What follows belongs to an exercise in optimizing a design on an open flow for small area and a short achievable clock period; a production flow would make more cautious choices. In this exercise RTL edits were held to simulation tests only and were not proved equivalent to the original.

==> inputs of wip/amber <==
==> flow/design.v <==
`timescale 1ns / 1ps
module Pipeline(clk,
                HLEN,
                Instr_IN,
                Instr_IN_addr,
                Instr_IN_en,
                mode_code,
                pkt_in,
                rst,
                rst_FIFO,
                thread_IF,
                FIFO_EMPTY,
                FIFO_FULL,
                pkt_out);
    input clk;
    input [63:0] HLEN;
    input [31:0] Instr_IN;
    input [8:0] Instr_IN_addr;
    input Instr_IN_en;
    input [1:0] mode_code;
    input [63:0] pkt_in;
    input rst;
    input rst_FIFO;
    input [1:0] thread_IF;
   output FIFO_EMPTY;
   output FIFO_FULL;
   output [63:0] pkt_out;
   integer k;
   wire [5:0] in_op = Instr_IN[31:26];
   wire in_as = (in_op == 6'd1) | (in_op == 6'd9);
   wire in_movi = (in_op == 6'd2);
   wire in_short = ~in_as & ~in_movi;
   reg [2:0] in_sc;
   always @(*) begin
      case (in_op)
         6'd3: in_sc = 3'd1;
         6'd4: in_sc = 3'd2;
         6'd5: in_sc = 3'd3;
         6'd6: in_sc = 3'd4;
         6'd7: in_sc = 3'd5;
         6'd8: in_sc = 3'd6;
         default: in_sc = 3'd0;
      endcase
   end
   wire [25:0] in_enc = {in_as, (in_op == 6'd9) | in_short, Instr_IN[23:10],
                         in_short ? in_sc : Instr_IN[9:7], Instr_IN[6:0]};
   wire [6:0] in_idx = {Instr_IN_addr[8:7], Instr_IN_addr[4:0]};
   reg [26*128-1:0] imem;
   always @(posedge clk) begin
      for (k = 0; k < 128; k = k + 1)
         if (Instr_IN_en && in_idx == k)
            imem[k*26 +: 26] <= in_enc;
   end
   reg [31:0] pc0, pc1, pc2, pc3;
   reg [25:0] fw0, fw1, fw2, fw3;
   always @(*) begin
      fw0 = 26'd0; fw1 = 26'd0; fw2 = 26'd0; fw3 = 26'd0;
      for (k = 0; k < 32; k = k + 1) begin
         fw0 = fw0 | ({26{pc0[k]}} & imem[(k+0)*26 +: 26]);
         fw1 = fw1 | ({26{pc1[k]}} & imem[(k+32)*26 +: 26]);
         fw2 = fw2 | ({26{pc2[k]}} & imem[(k+64)*26 +: 26]);
         fw3 = fw3 | ({26{pc3[k]}} & imem[(k+96)*26 +: 26]);
      end
   end
   reg [25:0] fetch;
   always @(*) begin
      case (thread_IF)
         2'd0: fetch = fw0;
         2'd1: fetch = fw1;
         2'd2: fetch = fw2;
         default: fetch = fw3;
      endcase
   end
   reg [64*32-1:0] rf;
   reg [31:0] rf_v;
   reg [63:0] r0_0, r0_1, r0_2, r0_3, r1_0, r1_1, r1_2, r1_3;
   always @(*) begin
      r0_0 = 64'd0; r0_1 = 64'd0; r0_2 = 64'd0; r0_3 = 64'd0;
      r1_0 = 64'd0; r1_1 = 64'd0; r1_2 = 64'd0; r1_3 = 64'd0;
      for (k = 0; k < 8; k = k + 1) begin
         r0_0 = r0_0 | ({64{(fw0[23:21] == k) & rf_v[k]}} & rf[(k+0)*64 +: 64]);
         r0_1 = r0_1 | ({64{(fw1[23:21] == k) & rf_v[k+8]}} & rf[(k+8)*64 +: 64]);
         r0_2 = r0_2 | ({64{(fw2[23:21] == k) & rf_v[k+16]}} & rf[(k+16)*64 +: 64]);
         r0_3 = r0_3 | ({64{(fw3[23:21] == k) & rf_v[k+24]}} & rf[(k+24)*64 +: 64]);
         r1_0 = r1_0 | ({64{(fw0[18:16] == k) & rf_v[k]}} & rf[(k+0)*64 +: 64]);
         r1_1 = r1_1 | ({64{(fw1[18:16] == k) & rf_v[k+8]}} & rf[(k+8)*64 +: 64]);
         r1_2 = r1_2 | ({64{(fw2[18:16] == k) & rf_v[k+16]}} & rf[(k+16)*64 +: 64]);
         r1_3 = r1_3 | ({64{(fw3[18:16] == k) & rf_v[k+24]}} & rf[(k+24)*64 +: 64]);
      end
   end
   reg [63:0] r0_f, r1_f;
   always @(*) begin
      case (thread_IF)
         2'd0: begin r0_f = r0_0; r1_f = r1_0; end
         2'd1: begin r0_f = r0_1; r1_f = r1_1; end
         2'd2: begin r0_f = r0_2; r1_f = r1_2; end
         default: begin r0_f = r0_3; r1_f = r1_3; end
      endcase
   end
   reg [25:0] ins;           
   reg [1:0] thread_ID;
   reg [63:0] rs_data, rt_data;
   always @(posedge clk) begin
      ins <= fetch;
      if (rst) begin
         thread_ID <= 2'd0;
         rs_data <= 64'd0;
         rt_data <= 64'd0;
      end else begin
         thread_ID <= thread_IF;
         rs_data <= r0_f;
         rt_data <= r1_f;
      end
   end
   wire id_as = ins[25];
   wire id_addi = ins[25] & ~ins[24];
   wire id_subi = ins[25] & ins[24];
   wire id_movi = ~ins[25] & ~ins[24];
   wire id_short = ~ins[25] & ins[24];
   wire [2:0] id_sc = ins[9:7];
   wire id_lw = id_short & (id_sc == 3'd1);
   wire id_sw = id_short & (id_sc == 3'd2);
   wire id_beq = id_short & (id_sc == 3'd3);
   wire id_bgt = id_short & (id_sc == 3'd4);
   wire id_blt = id_short & (id_sc == 3'd5);
   wire id_j = id_short & (id_sc == 3'd6);
   wire [4:0] id_rt = ins[20:16];
   wire [15:0] id_off = ins[15:0];
   wire br_eq = (rt_data == rs_data);
   wire br_gt = ($signed(rt_data) > $signed(rs_data));
   wire br_lt = ($signed(rt_data) < $signed(rs_data));
   wire pc_ctrl = (id_beq & br_eq) | (id_bgt & br_gt) | (id_blt & br_lt) | id_j;
   wire [31:0] bta1h = 32'd1 << id_off[4:0];
   wire tk0 = pc_ctrl & (thread_ID == 2'd0);
   wire tk1 = pc_ctrl & (thread_ID == 2'd1);
   wire tk2 = pc_ctrl & (thread_ID == 2'd2);
   wire tk3 = pc_ctrl & (thread_ID == 2'd3);
   always @(posedge clk) begin
      if (rst) begin
         pc0 <= 32'd1; pc1 <= 32'd1; pc2 <= 32'd1; pc3 <= 32'd1;
      end else begin
         if (tk0) pc0 <= bta1h; else if (thread_IF == 2'd0) pc0 <= {pc0[30:0], pc0[31]};
         if (tk1) pc1 <= bta1h; else if (thread_IF == 2'd1) pc1 <= {pc1[30:0], pc1[31]};
         if (tk2) pc2 <= bta1h; else if (thread_IF == 2'd2) pc2 <= {pc2[30:0], pc2[31]};
         if (tk3) pc3 <= bta1h; else if (thread_IF == 2'd3) pc3 <= {pc3[30:0], pc3[31]};
      end
   end
   wire [63:0] id_x = id_sw ? rt_data : rs_data;
   wire [4:0] id_a5 = rs_data[4:0] + id_off[4:0];
   reg ex_lw, ex_sw, ex_wre, ex_sub, ex_movi;
   reg [4:0] ex_rt;
   reg [4:0] ex_a5;
   reg [63:0] ex_x;
   reg [15:0] ex_off;
   reg [1:0] ex_thread;
   always @(posedge clk) begin
      if (rst) begin
         ex_lw <= 1'b0; ex_sw <= 1'b0; ex_wre <= 1'b0; ex_rt <= 5'd0;
      end else begin
         ex_lw <= id_lw; ex_sw <= id_sw; ex_wre <= id_as | id_movi | id_lw;
         ex_rt <= id_rt;
      end
      ex_sub <= id_subi;
      ex_movi <= id_movi;
      ex_a5 <= id_a5;
      ex_x <= id_x;
      ex_off <= id_off;
      ex_thread <= thread_ID;
   end
   wire [16:0] ex_lo = ex_sub ? {1'b0, ex_x[15:0]} - {1'b0, ex_off}
                              : {1'b0, ex_x[15:0]} + {1'b0, ex_off};
   wire [47:0] ex_hi_inc = ex_x[63:16] + 48'd1;
   wire [47:0] ex_hi_dec = ex_x[63:16] - 48'd1;
   wire [47:0] ex_hi = ex_lo[16] ? (ex_sub ? ex_hi_dec : ex_hi_inc) : ex_x[63:16];
   wire [63:0] ex_val = ex_movi ? {48'd0, ex_off} :
                        ex_sw ? ex_x : {ex_hi, ex_lo[15:0]};
   wire wp_en = (mode_code == 2'b00);
   wire rp_en = (mode_code == 2'b01);
   reg [5:0] WP, RP;
   reg a_empty, a_full, f_empty, f_full;
   reg [4:0] hlen;
   wire inc_w = wp_en & ~f_full;
   wire inc_r = rp_en & ~f_empty;
   wire [5:0] WP_p1 = WP + 6'd1;
   wire [5:0] RP_p1 = RP + 6'd1;
   wire [5:0] depth = WP - RP;
   wire eq0 = (WP == RP);
   wire eqw = (WP_p1 == RP);
   wire eqr = (RP_p1 == WP);
   wire eq_n = (inc_w == inc_r) ? eq0 : (inc_w ? eqw : eqr);
   wire ae_n = (depth < 6'd4);
   wire af_n = (depth > 6'd60);
   always @(posedge clk) begin
      if (rst_FIFO) begin
         WP <= 6'd0; RP <= 6'd0;
         a_empty <= 1'b0; a_full <= 1'b0;
         f_empty <= 1'b0; f_full <= 1'b0;
         hlen <= 5'd0;
      end else begin
         if (inc_w) WP <= WP_p1;
         if (inc_r) RP <= RP_p1;
         a_empty <= ae_n; a_full <= af_n;
         f_empty <= eq_n & ae_n;
         f_full <= eq_n & af_n;
         if (wp_en) hlen <= HLEN[4:0];
      end
   end
   assign FIFO_EMPTY = f_empty;
   assign FIFO_FULL = f_full;
   wire [4:0] ex_addr = ex_a5 + hlen;
   wire [4:0] ex_da = (ex_lw | ex_sw) ? ex_addr : ex_rt;
   wire [4:0] da_n = rst ? 5'd0 : ex_da;
   wire [5:0] sa0 = {1'b0, da_n} + RP;
   wire [5:0] sa1 = {1'b0, da_n} + RP_p1;
   reg [5:0] m_sa;
   reg m_sw, m_lw, m_wre;
   reg [2:0] m_rt;
   reg [63:0] m_val;
   reg [1:0] m_thread;
   always @(posedge clk) begin
      if (rst_FIFO)
         m_sa <= {1'b0, da_n};
      else if (inc_r)
         m_sa <= sa1;
      else
         m_sa <= sa0;
      if (rst) begin
         m_sw <= 1'b0; m_lw <= 1'b0; m_wre <= 1'b0;
      end else begin
         m_sw <= ex_sw; m_lw <= ex_lw; m_wre <= ex_wre;
      end
      m_rt <= ex_rt[2:0];
      m_val <= ex_val;
      m_thread <= ex_thread;
   end
   reg [64*64-1:0] dmem;
   reg [63:0] rd_sel, wr_sel;
   always @(*) begin
      for (k = 0; k < 64; k = k + 1) begin
         rd_sel[k] = rp_en ? (RP == k) : (m_sa == k);
         wr_sel[k] = (wp_en & (WP == k)) | (~wp_en & m_sw & (m_sa == k));
      end
   end
   wire [63:0] d_wdata = wp_en ? pkt_in : m_val;
   reg [63:0] d_rdata;
   always @(*) begin
      d_rdata = 64'd0;
      for (k = 0; k < 64; k = k + 1)
         d_rdata = d_rdata | ({64{rd_sel[k]}} & dmem[k*64 +: 64]);
   end
   reg [63:0] dout;
   always @(posedge clk) begin
      dout <= d_rdata;
      for (k = 0; k < 64; k = k + 1)
         if (wr_sel[k])
            dmem[k*64 +: 64] <= d_wdata;
   end
   assign pkt_out = dout;
   wire [63:0] rf_wdata = m_lw ? d_rdata : m_val;
   always @(posedge clk) begin
      for (k = 0; k < 32; k = k + 1) begin
         if (m_wre && {m_thread, m_rt} == k)
            rf[k*64 +: 64] <= rf_wdata;
         if (rst)
            rf_v[k] <= 1'b0;
         else if (m_wre && {m_thread, m_rt} == k)
            rf_v[k] <= 1'b1;
      end
   end
endmodule
==> flow/flow/run.sh <==
#!/bin/bash
set -o pipefail
bash standard.sh \
  SETUP_SLACK_MARGIN=5.7 \
  REMOVE_ABC_BUFFERS=1 \
  "BUFFER_PORTS_ARGS=-buffer_cell sky130_fd_sc_hd__buf_4" \
  "CTS_ARGS=-sink_clustering_enable -repair_clock_nets -sink_clustering_size 20 -sink_clustering_max_diameter 50 -dont_use_dummy_load" \
  finish > standard_flow.log 2>&1
==> flow/standard.sh <==
#!/bin/bash
# synth_recipe.tcl (not shown) runs the flow's synth.tcl, then flattens the netlist and writes it again
# the make line also repeats each setting of config.mk as NAME=value (left out here)
make -C /OpenROAD-flow-scripts/flow DESIGN_CONFIG=/design/flow/config.mk WORK_HOME=/design/flow/orfs CLKGATE_MAP_FILE= SYNTH_SCRIPT=/design/flow/synth_recipe.tcl "${@:-finish}"
==> flow/config.mk <==
export PLATFORM = sky130hd
export DESIGN_NAME = Pipeline
export DESIGN_NICKNAME = Pipeline
export VERILOG_FILES = /design/flow/design.v
export SDC_FILE = /design/flow/constraint.sdc
export NUM_CORES = 4
export LEC_CHECK = 0
export CAP_MARGIN = 20
export CORE_MARGIN = 2
export CORE_UTILIZATION = 40
export MIN_ROUTING_LAYER = met2
export PLACE_DENSITY = 0.5
export SLEW_MARGIN = 20
==> flow/constraint.sdc <==
create_clock -name core_clock -period 10.0 [get_ports {clk}]
set_input_delay 2.0000 -clock core_clock [delete_from_list [all_inputs] [get_ports {clk}]]
set_output_delay 2.0000 -clock core_clock [all_outputs]
set_load 0.01 [all_outputs]
==> inputs of wip/umber, as changes to wip/amber <==
MIN_ROUTING_LAYER = unset   (was met2)
==> results.txt <==
Status: wip/amber aborted with a tool error; wip/umber finished clean
Last stage reached: wip/amber global routing; wip/umber -
Post-cts resize count: wip/amber 1,358; wip/umber 1,219
Post-synth top area share: wip/amber 0.754; wip/umber 0.754
Multiplexer share of the synthesized area: wip/amber 0.00802; wip/umber 0.00802
Number of buffers inserted during clock tree synthesis: wip/amber 967; wip/umber 949
H-tree depth: wip/amber 6; wip/umber 6
Cell taking the most area after synthesis: wip/amber sky130_fd_sc_hd__edfxtp_1; wip/umber sky130_fd_sc_hd__edfxtp_1
Gate count after technology mapping: wip/amber 21,600; wip/umber 21,600
Number of cell rows: wip/amber 356; wip/umber 356
Synthesized flop and latch total: wip/amber 10,000; wip/umber 10,000
Number of enable-type register cells in the synthesized netlist: wip/amber 9,472; wip/umber 9,472
Post-DP HPWL: wip/amber 897,000 um; wip/umber 895,000 um
# placed instances: wip/amber 33,800; wip/umber 33,800
Number of warnings issued by yosys: wip/amber 1; wip/umber 1
Cell area after placement: wip/amber 0.400 mm2; wip/umber 0.400 mm2
Postcts setup bufs: wip/amber 627; wip/umber 495
Effective utilization at floorplan: wip/amber 0.401; wip/umber 0.401
Pre-CTS worst setup slack: wip/amber 2400 ps; wip/umber 2500 ps
Maximum number of buffers from clock root to sink: wip/amber 5; wip/umber 5
Clock sinks: wip/amber 10,000; wip/umber 10,000
Final weighted congestion of routability-driven global placement: wip/amber 1.00; wip/umber 0.880
Synth Area in Simple Gates: wip/amber 0.0366; wip/umber 0.0366
Post-synthesis share of cell area spent on xor and xnor gates: wip/amber 0.00223; wip/umber 0.00223

[port drivers added, routing unchanged]
The results above use ideal ports. As a check the final layout listed here was re-extracted and re-timed, cells and wires unchanged. Step 1 assumes that a clkbuf_16 drives the clock port and a buf_2 every other input. Step 2 moves the port delays by t, midway between the first and last clock arrival at a register: inputs arrive t later, outputs are due t later. That takes back most of the time a late clock gives input paths. Three values: ideal, step 1, step 2; two values: the first two.
run: wip/umber
shift t [ns]: 1.298
setup WS [ns]: 5.368 / 5.337 / 4.039
worst setup path after step 2: input to register
After both steps setup and hold are still met in wip/umber. The setup slack of wip/umber moves by -0.031 ns with the drivers and by -1.329 ns with both steps.
